Background: an optimization exercise with open tools, aiming at small area. Do not read the settings as production practice. Function was checked by simulation only, so behaviour that the tests miss may differ from the original. Power figures rest on the tool's default switching activity, not on a simulated workload.

Design filter, start of the top module:
module filter(
input                       clk,                          
input                       rst,                          
input                       fclk,                         
input[15:0]                rd_left_data,
input[15:0]                rd_right_data,
output[31:0]               tx_left_data,
output[31:0]               tx_right_data,
input[3:0]                 gain_one,
input[3:0]                 gain_two,
input[3:0]                 gain_thr,
input[3:0]                 gain_fou,
input[3:0]                 gain_fiv,
input[3:0]                 gain_six,
input[3:0]                 gain_sev
    );
integer i;
wire [15:0] in_l = rd_left_data;
wire [15:0] in_r = rd_right_data;
wire strobe = fclk & ~rst;
reg  [4:0] ph;           
reg        pend;         
reg        busy;         
reg  [2:0] band;         
reg        fin;          
reg        xact;         
reg        dval;         
wire ph0  = (ph == 5'd0);
wire ph21 = (ph == 5'd21);
wire start = (strobe | pend) & ph21;
wire lastpass = busy & (band == 3'd5) & ph21;
always @(posedge clk)
  if (rst) begin
    ph <= 5'd0; pend <= 1'b0; busy <= 1'b0; band <= 3'd0; fin <= 1'b0; xact <= 1'b0; dval <= 1'b0;
  end else begin
    ph <= ph21 ? 5'd0 : ph + 5'd1;
    pend <= (pend | strobe) & ~start;
    fin <= lastpass;
    if (start) begin
      busy <= 1'b1; band <= 3'd0;
    end else if (busy & ph21) begin
      band <= band + 3'd1;
      if (band == 3'd5) busy <= 1'b0;
    end
    if (lastpass) xact <= 1'b1;
    else if (ph21) xact <= 1'b0;
    if (dload) dval <= 1'b1;
    else if (ph == 5'd17) dval <= 1'b0;
  end
wire a_splice = xact;
wire b_bypass = lastpass | (xact & (ph <= 5'd19));
wire b_insert = xact & (ph == 5'd20);
wire dload = (busy & ph0 & (band != 3'd0)) | fin;
wire dstep = (ph >= 5'd1) & (ph <= 5'd12);
wire dcorr = dval & (ph == 5'd13);
reg  [3:0] gdiv;         
always @(*)
  case (band)
    3'd1: gdiv = gain_one;
    3'd2: gdiv = gain_thr;
    3'd3: gdiv = gain_fou;
    3'd4: gdiv = gain_fiv;
    3'd5: gdiv = gain_six;
  ...
Size in the first run: ~1600 flip-flops, about 0.055 sq mm of cells after synthesis.
export LEC_CHECK = 0
export CAP_MARGIN = 20
export CORE_MARGIN = 2
export CORE_UTILIZATION = 55
export PLACE_DENSITY = 0.65
export SLEW_MARGIN = 20
export SYNTH_HIERARCHICAL = 1
create_clock -name core_clock -period 100.0 [get_ports {clk}]
standard.sh (not shown) runs the stock make flow with config.mk's settings and CLKGATE_MAP_FILE= SYNTH_SCRIPT=/design/flow/synth_recipe.tcl, a recipe that flattens the netlist after the stock synthesis.
==> flow/flow/run.sh <==
#!/bin/bash
# Own layout flow: the standard ORFS flow (standard.sh, which runs the
# standard synthesis unchanged), with these changes to how the layout is made:
#  - the buffers that synthesis (abc) inserted are removed at floorplan
#    (REMOVE_ABC_BUFFERS), and every cell is swapped to the smallest cell of its
#    family (flow/downsize.tcl); placement's repair_design then re-buffers and
#    re-sizes where slew, capacitance or fanout need it;
#  - ports are buffered with the smallest buffer cell;
#  - clock tree synthesis uses clkbuf_8 with larger sink clusters and no dummy loads.
# ORFS keeps each step's full log in orfs/logs/; this script's output goes to run.log.
set -euo pipefail
exec > >(tee -a run.log) 2>&1
here=$(pwd)
export REMOVE_ABC_BUFFERS=1
export POST_FLOORPLAN_TCL="$here/flow/post_floorplan.tcl"
export BUFFER_PORTS_ARGS="-buffer_cell sky130_fd_sc_hd__buf_1"
export CTS_ARGS="-sink_clustering_enable -repair_clock_nets -dont_use_dummy_load -buf_list sky130_fd_sc_hd__clkbuf_8 -sink_clustering_size 14 -sink_clustering_max_diameter 60"
bash standard.sh
==> flow/flow/downsize.tcl <==
# Swap every standard cell to the smallest cell of its family (same function, same
# footprint name in the library), then let repair_design fix slew/cap/fanout.
proc my_downsize {} {
  set fam {}
  foreach lc [get_lib_cells sky130_fd_sc_hd__*] {
    set n [get_name $lc]
    if {![regexp {^(sky130_fd_sc_hd__[a-z0-9]+)_([0-9]+)$} $n -> base drv]} { continue }
    if {[get_property $lc dont_use]} { continue }
    set a [get_property $lc area]
    if {![dict exists $fam $base] || $a < [lindex [dict get $fam $base] 1]} { dict set fam $base [list $n $a] }
  }
  set cnt 0; set saved 0.0
  foreach inst [get_cells *] {
    set m [get_property $inst ref_name]
    if {![regexp {^(sky130_fd_sc_hd__[a-z0-9]+)_([0-9]+)$} $m -> base drv]} { continue }
    if {[string match "*tap*" $base] || [string match "*clkbuf*" $base] || [string match "*clkinv*" $base] || [string match "*conb*" $base]} { continue }
    if {![dict exists $fam $base]} { continue }
    lassign [dict get $fam $base] small sa
    if {$small ne $m} {
      set oa [get_property [get_lib_cells */$m] area]
      if {$sa < $oa} {
        replace_cell $inst $small
        incr cnt; set saved [expr $saved + $oa - $sa]
      }
    }
  }
  puts "my_downsize: swapped $cnt cells, saved $saved um2"
}
==> flow/flow/post_floorplan.tcl <==
# Sourced by ORFS at the end of the floorplan step (POST_FLOORPLAN_TCL).
source [file join [file dirname [info script]] downsize.tcl]
my_downsize
Edit:
--- a/flow/flow/run.sh
+++ b/flow/flow/run.sh
@@ -8,3 +8,3 @@
 #  - ports are buffered with the smallest buffer cell;
-#  - clock tree synthesis uses clkbuf_8 with larger sink clusters and no dummy loads.
+#  - clock tree synthesis uses clkbuf_4 with larger sink clusters and no dummy loads.
 # ORFS keeps each step's full log in orfs/logs/; this script's output goes to run.log.
@@ -16,3 +16,3 @@
 export BUFFER_PORTS_ARGS="-buffer_cell sky130_fd_sc_hd__buf_1"
-export CTS_ARGS="-sink_clustering_enable -repair_clock_nets -dont_use_dummy_load -buf_list sky130_fd_sc_hd__clkbuf_8 -sink_clustering_size 14 -sink_clustering_max_diameter 60"
+export CTS_ARGS="-sink_clustering_enable -repair_clock_nets -dont_use_dummy_load -buf_list sky130_fd_sc_hd__clkbuf_4 -sink_clustering_size 10 -sink_clustering_max_diameter 40"
 bash standard.sh
--- a/flow/config.mk
+++ b/flow/config.mk
@@ -7,3 +7,3 @@
 export LEC_CHECK = 0
-export CAP_MARGIN = 20
+export CAP_MARGIN = 10
 export CORE_MARGIN = 2
@@ -11,3 +11,3 @@
 export PLACE_DENSITY = 0.65
-export SLEW_MARGIN = 20
+export SLEW_MARGIN = 10
 export SYNTH_HIERARCHICAL = 1
Result: Clock-buffer cell count went up by 60; routed wire length hardly moves; power decreases by 3.1%.
Edit:
--- a/flow/flow/run.sh
+++ b/flow/flow/run.sh
@@ -16,3 +16,3 @@
 export BUFFER_PORTS_ARGS="-buffer_cell sky130_fd_sc_hd__buf_1"
-export CTS_ARGS="-sink_clustering_enable -repair_clock_nets -dont_use_dummy_load -buf_list sky130_fd_sc_hd__clkbuf_4 -sink_clustering_size 10 -sink_clustering_max_diameter 40"
+export CTS_ARGS="-sink_clustering_enable -repair_clock_nets -dont_use_dummy_load -buf_list sky130_fd_sc_hd__clkbuf_4 -sink_clustering_size 11 -sink_clustering_max_diameter 50"
 bash standard.sh
--- a/flow/config.mk
+++ b/flow/config.mk
@@ -7,3 +7,3 @@
 export LEC_CHECK = 0
-export CAP_MARGIN = 10
+export CAP_MARGIN = 0
 export CORE_MARGIN = 2
@@ -11,3 +11,3 @@
 export PLACE_DENSITY = 0.65
-export SLEW_MARGIN = 10
+export SLEW_MARGIN = 0
 export SYNTH_HIERARCHICAL = 1
Clock-buffer cell count shrinks by 24.
Worst hold slack gets better by 0.069 ns.
Sequential share of layout area increases by 0.19 points.
Total power goes down slightly.
Final cell count is lower slightly.
Combinational power is about the same.
Via count stays flat.
Routed wire length barely changes.
Global-route usage barely changes.
First-iteration DRC count stays flat.

port drivers added, routing unchanged:
In the flow no input, the clock included, has a driving cell. The finished layouts below were timed again as built, in two steps. Step 1 (the two cells are an assumption about what drives the block):
set clk [get_ports {clk}]
set_driving_cell -lib_cell sky130_fd_sc_hd__clkbuf_16 $clk
set_driving_cell -lib_cell sky130_fd_sc_hd__buf_2 [delete_from_list [all_inputs] $clk]
Step 2 times the ports against the registers' clock, not the clock port: input delays grow and output delays shrink by t, the midpoint of the rising clock arrivals with the driver on. Slacks: ideal ports / drivers / drivers and shift; pairs: ideal ports / drivers.
| run | t (ns) | setup slack, ns | slew at the worst register clock pin (ns) | worst data-port slew with drivers (ns) |
|---|---|---|---|---|
| the first run | 0.841 | 70.905 / 70.950 / 70.109 | 0.09 / 0.09 | 0.04 |
| the second run | 1.103 | 71.137 / 71.178 / 70.074 | 0.11 / 0.11 | 0.04 |
| the third run | 1.134 | 71.180 / 71.227 / 70.094 | 0.11 / 0.11 | 0.04 |
After both steps setup and hold are still met in every run listed. For the third run, which loses most, drivers alone change the setup slack by +0.047 ns; drivers and shift together by -1.086 ns.
